Source: an optimization exercise on an open RTL-to-GDS flow (aim: small area and a short achievable clock period). Production flows keep margins and buffers that such runs may drop.

## v3
// DOUBLY_PIPELINE
module DOUBLY_PIPELINE(clk,xi,yi,r,ang,xf,yf);
input [15:0] xi,yi;
input clk;
output reg [15:0] r,ang;
output reg [15:0] xf,yf;
reg [15:0] a1,a2,a3,a4,a5,a6,a7,a8;
reg [15:0] b1,b2,b3,b4,b5,b6;
reg [15:7] b7;
reg [15:0] x2,x3,x4,x5,x6,x7,x8;
reg [15:0] y2,y3,y4,y5,y6,y7,y8;
reg [1:1] d2; reg [2:1] d3; reg [3:1] d4; reg [4:1] d5; reg [5:1] d6; reg [6:1] d7; reg [6:1] d8;
reg nb1, nb2, nb3, nb4, nb5, nb6;
reg ne1, ne2, ne3, ne4, ne5, ne6;
wire [15:0] s1a, s1b;
add16 u_s1a (.a(xi), .b(yi), .s(s1a));
sub16 u_s1b (.a(yi), .b(xi), .s(s1b));
always @(posedge clk) begin a1 <= s1a; b1 <= s1b; end
always @(posedge clk) nb1 <= ~s1b[15];
wire t_x1 = b1[1] ^ b1[15];
wire t_x2 = b1[2] ^ b1[15];
wire t_x3 = b1[3] ^ b1[15];
wire t_x4 = b1[4] ^ b1[15];
wire t_x5 = b1[5] ^ b1[15];
wire t_x6 = b1[6] ^ b1[15];
wire t_x7 = b1[7] ^ b1[15];
wire t_x8 = b1[8] ^ b1[15];
wire t_x9 = b1[9] ^ b1[15];
wire t_x10 = b1[10] ^ b1[15];
wire t_x11 = b1[11] ^ b1[15];
wire t_x12 = b1[12] ^ b1[15];
wire t_x13 = b1[13] ^ b1[15];
wire t_x14 = b1[14] ^ b1[15];
wire t_s15, t_c16; fa u_t_s15 (.a(a1[0]), .b(t_x1), .c(b1[15]), .s(t_s15), .co(t_c16));
wire t_s17, t_c18; fa u_t_s17 (.a(a1[1]), .b(t_x2), .c(t_c16), .s(t_s17), .co(t_c18));
wire t_s19, t_c20; fa u_t_s19 (.a(a1[2]), .b(t_x3), .c(t_c18), .s(t_s19), .co(t_c20));
wire t_s21, t_c22; fa u_t_s21 (.a(a1[3]), .b(t_x4), .c(t_c20), .s(t_s21), .co(t_c22));
wire t_s23, t_c24; fa u_t_s23 (.a(a1[4]), .b(t_x5), .c(t_c22), .s(t_s23), .co(t_c24));
wire t_s25, t_c26; fa u_t_s25 (.a(a1[5]), .b(t_x6), .c(t_c24), .s(t_s25), .co(t_c26));
wire t_s27, t_c28; fa u_t_s27 (.a(a1[6]), .b(t_x7), .c(t_c26), .s(t_s27), .co(t_c28));
wire t_s29, t_c30; fa u_t_s29 (.a(a1[7]), .b(t_x8), .c(t_c28), .s(t_s29), .co(t_c30));
wire t_s31, t_c32; fa u_t_s31 (.a(a1[8]), .b(t_x9), .c(t_c30), .s(t_s31), .co(t_c32));
wire t_s33, t_c34; fa u_t_s33 (.a(a1[9]), .b(t_x10), .c(t_c32), .s(t_s33), .co(t_c34));
wire t_s35, t_c36; fa u_t_s35 (.a(a1[10]), .b(t_x11), .c(t_c34), .s(t_s35), .co(t_c36));
wire t_s37, t_c38; ha u_t_s37 (.a(a1[11]), .b(t_x12), .s(t_s37), .co(t_c38));
wire t_s39, t_c40; fa u_t_s39 (.a(a1[12]), .b(t_x13), .c(t_c38), .s(t_s39), .co(t_c40));
wire t_s41, t_c42; fa u_t_s41 (.a(a1[13]), .b(t_x14), .c(t_c40), .s(t_s41), .co(t_c42));
wire t_s43, t_c44; ha u_t_s43 (.a(a1[14]), .b(t_c42), .s(t_s43), .co(t_c44));
  ...
clock: 25.0 ns
lec_check: 0
cap_margin: 20
core_margin: 2
core_utilization: 55
cts_buf_list: sky130_fd_sc_hd__clkbuf_16 sky130_fd_sc_hd__clkbuf_8
cts_cluster_diameter: 80
cts_cluster_size: 16
slew_margin: 20
synth_hierarchical: 1
synth_minimum_keep_size: 0
standard.sh (not shown) runs the stock make flow with config.mk's settings and CLKGATE_MAP_FILE= SYNTH_SCRIPT=/design/flow/synth_recipe.tcl, a recipe that flattens the netlist after the stock synthesis.
==> flow/flow/run.sh <==
#!/bin/bash
# Standard layout, but buffer the ports with buf_4 instead of the default delay-cell buffer.
export BUFFER_PORTS_ARGS="-buffer_cell sky130_fd_sc_hd__buf_4"
bash standard.sh > standard.log 2>&1
The following lists how v17 was set up differently from v3:
--- a/flow/design.v
+++ b/flow/design.v
@@ -1146,49 +1146,30 @@
 wire [14:0] angA; wire [9:0] angB;
 angtab_a u_anga (.d(d8[3:1]), .q(angA));
 angtab_b u_angb (.d(d8[6:4]), .q(angB));
 wire t_s1480, t_c1481; ha u_t_s1480 (.a(angA[0]), .b(angB[0]), .s(t_s1480), .co(t_c1481));
 wire t_s1482, t_c1483; fa u_t_s1482 (.a(angA[1]), .b(angB[1]), .c(t_c1481), .s(t_s1482), .co(t_c1483));
 wire t_s1484, t_c1485; fa u_t_s1484 (.a(angA[2]), .b(angB[2]), .c(t_c1483), .s(t_s1484), .co(t_c1485));
 wire t_s1486, t_c1487; fa u_t_s1486 (.a(angA[3]), .b(angB[3]), .c(t_c1485), .s(t_s1486), .co(t_c1487));
 wire t_s1488, t_c1489; fa u_t_s1488 (.a(angA[4]), .b(angB[4]), .c(t_c1487), .s(t_s1488), .co(t_c1489));
 wire t_s1490, t_c1491; fa u_t_s1490 (.a(angA[5]), .b(angB[5]), .c(t_c1489), .s(t_s1490), .co(t_c1491));
 wire t_s1492, t_c1493; fa u_t_s1492 (.a(angA[6]), .b(angB[6]), .c(t_c1491), .s(t_s1492), .co(t_c1493));
 wire t_s1494, t_c1495; fa u_t_s1494 (.a(angA[7]), .b(angB[7]), .c(t_c1493), .s(t_s1494), .co(t_c1495));
-wire t_s1496, t_c1497; ha u_t_s1496 (.a(angA[8]), .b(angB[8]), .s(t_s1496), .co(t_c1497));
+wire t_s1496, t_c1497; fa u_t_s1496 (.a(angA[8]), .b(angB[8]), .c(t_c1495), .s(t_s1496), .co(t_c1497));
 wire t_s1498, t_c1499; fa u_t_s1498 (.a(angA[9]), .b(angB[9]), .c(t_c1497), .s(t_s1498), .co(t_c1499));
 wire t_s1500, t_c1501; ha u_t_s1500 (.a(angA[10]), .b(t_c1499), .s(t_s1500), .co(t_c1501));
 wire t_s1502, t_c1503; ha u_t_s1502 (.a(angA[11]), .b(t_c1501), .s(t_s1502), .co(t_c1503));
 wire t_s1504, t_c1505; ha u_t_s1504 (.a(angA[12]), .b(t_c1503), .s(t_s1504), .co(t_c1505));
 wire t_s1506, t_c1507; ha u_t_s1506 (.a(angA[13]), .b(t_c1505), .s(t_s1506), .co(t_c1507));
 wire t_s1508, t_c1509; ha u_t_s1508 (.a(angA[14]), .b(t_c1507), .s(t_s1508), .co(t_c1509));
-wire t_n1510 = t_s1496 & t_s1498;
-wire t_n1511 = t_n1510 & t_s1500;
-wire t_n1512 = t_n1511 & t_s1502;
-wire t_n1513 = t_n1512 & t_s1504;
-wire t_n1514 = t_n1513 & t_s1506;
-wire t_n1515 = t_n1514 & t_s1508;
-wire t_n1516 = t_s1496 ^ t_c1495;
-wire t_n1517 = t_c1495 & t_s1496;
-wire t_n1518 = t_s1498 ^ t_n1517;
-wire t_n1519 = t_c1495 & t_n1510;
-wire t_n1520 = t_s1500 ^ t_n1519;
-wire t_n1521 = t_c1495 & t_n1511;
-wire t_n1522 = t_s1502 ^ t_n1521;
-wire t_n1523 = t_c1495 & t_n1512;
-wire t_n1524 = t_s1504 ^ t_n1523;
-wire t_n1525 = t_c1495 & t_n1513;
-wire t_n1526 = t_s1506 ^ t_n1525;
-wire t_n1527 = t_c1495 & t_n1514;
-wire t_n1528 = t_s1508 ^ t_n1527;
-wire [15:0] angv = {t_n1528, t_n1526, t_n1524, t_n1522, t_n1520, t_n1518, t_n1516, t_s1494, t_s1492, t_s1490, t_s1488, t_s1486, t_s1484, t_s1482, t_s1480, 1'b0};
+wire [15:0] angv = {t_s1508, t_s1506, t_s1504, t_s1502, t_s1500, t_s1498, t_s1496, t_s1494, t_s1492, t_s1490, t_s1488, t_s1486, t_s1484, t_s1482, t_s1480, 1'b0};
 wire [15:0] sx, sy, sr;
 scale607 u_sx(.v(x8), .q(sx)); scale607 u_sy(.v(y8), .q(sy)); scale607 u_sr(.v(a8), .q(sr));
 always @(posedge clk) begin xf <= sx; yf <= sy; r <= sr; ang <= angv; end
 endmodule
 module scale607(v, q);
 input [15:0] v;
 output [15:0] q;
 wire [15:0] nv = ~v;
 wire t_s1, t_c2; ha u_t_s1 (.a(v[13]), .b(nv[11]), .s(t_s1), .co(t_c2));
 wire t_s3, t_c4; fa u_t_s3 (.a(v[14]), .b(nv[12]), .c(nv[10]), .s(t_s3), .co(t_c4));
 wire t_s5, t_c6; ha u_t_s5 (.a(v[8]), .b(v[5]), .s(t_s5), .co(t_c6));
[summary]
- Comparing v3 with v17, the final clock period utilization by the worst path came out essentially unchanged.
- As far as all-layer global routing usage is concerned, v3 and v17 perform about the same.
- v17 reports a lower worst hold slack than v3 does.
- Looking at the reports, v17 completed the entire flow and the layout it produced met the timing, design-rule and antenna checks.
- As far as fraction of layout instances using a drive strength above 1 is concerned, v17 and v3 perform about the same.
- Between v3 and v17, the difference in cell area after synthesis is negligible.
No run of this note included a check of the RTL's function; only the layout flow was run.

separate check: timing with driven ports:
Ports are ideal in the flow. The routed layouts listed here were re-timed in OpenROAD. Step 1 assumes that a clkbuf_16 drives the clock port and a buf_2 every other input. Step 2 adds t to the input delays and takes it off the output delays; t is the mean of the earliest and latest rising clock arrival at the registers after step 1. Input paths then give back, and output paths get back, about the clock's delay inside the block. a / b / c = ideal / step 1 / step 2; a / b = the first two.
run | t, ns | slack for setup (ns) | slew at the worst register clock pin (ns)
v3 | 0.643 | 18.612 / 18.650 / 18.007 | 0.08 / 0.08
v17 | 0.646 | 18.602 / 18.646 / 18.000 | 0.08 / 0.08
After both steps every run listed still meets setup and hold. For v3, which loses most, drivers alone change the setup slack by +0.038 ns; drivers and shift together by -0.605 ns.
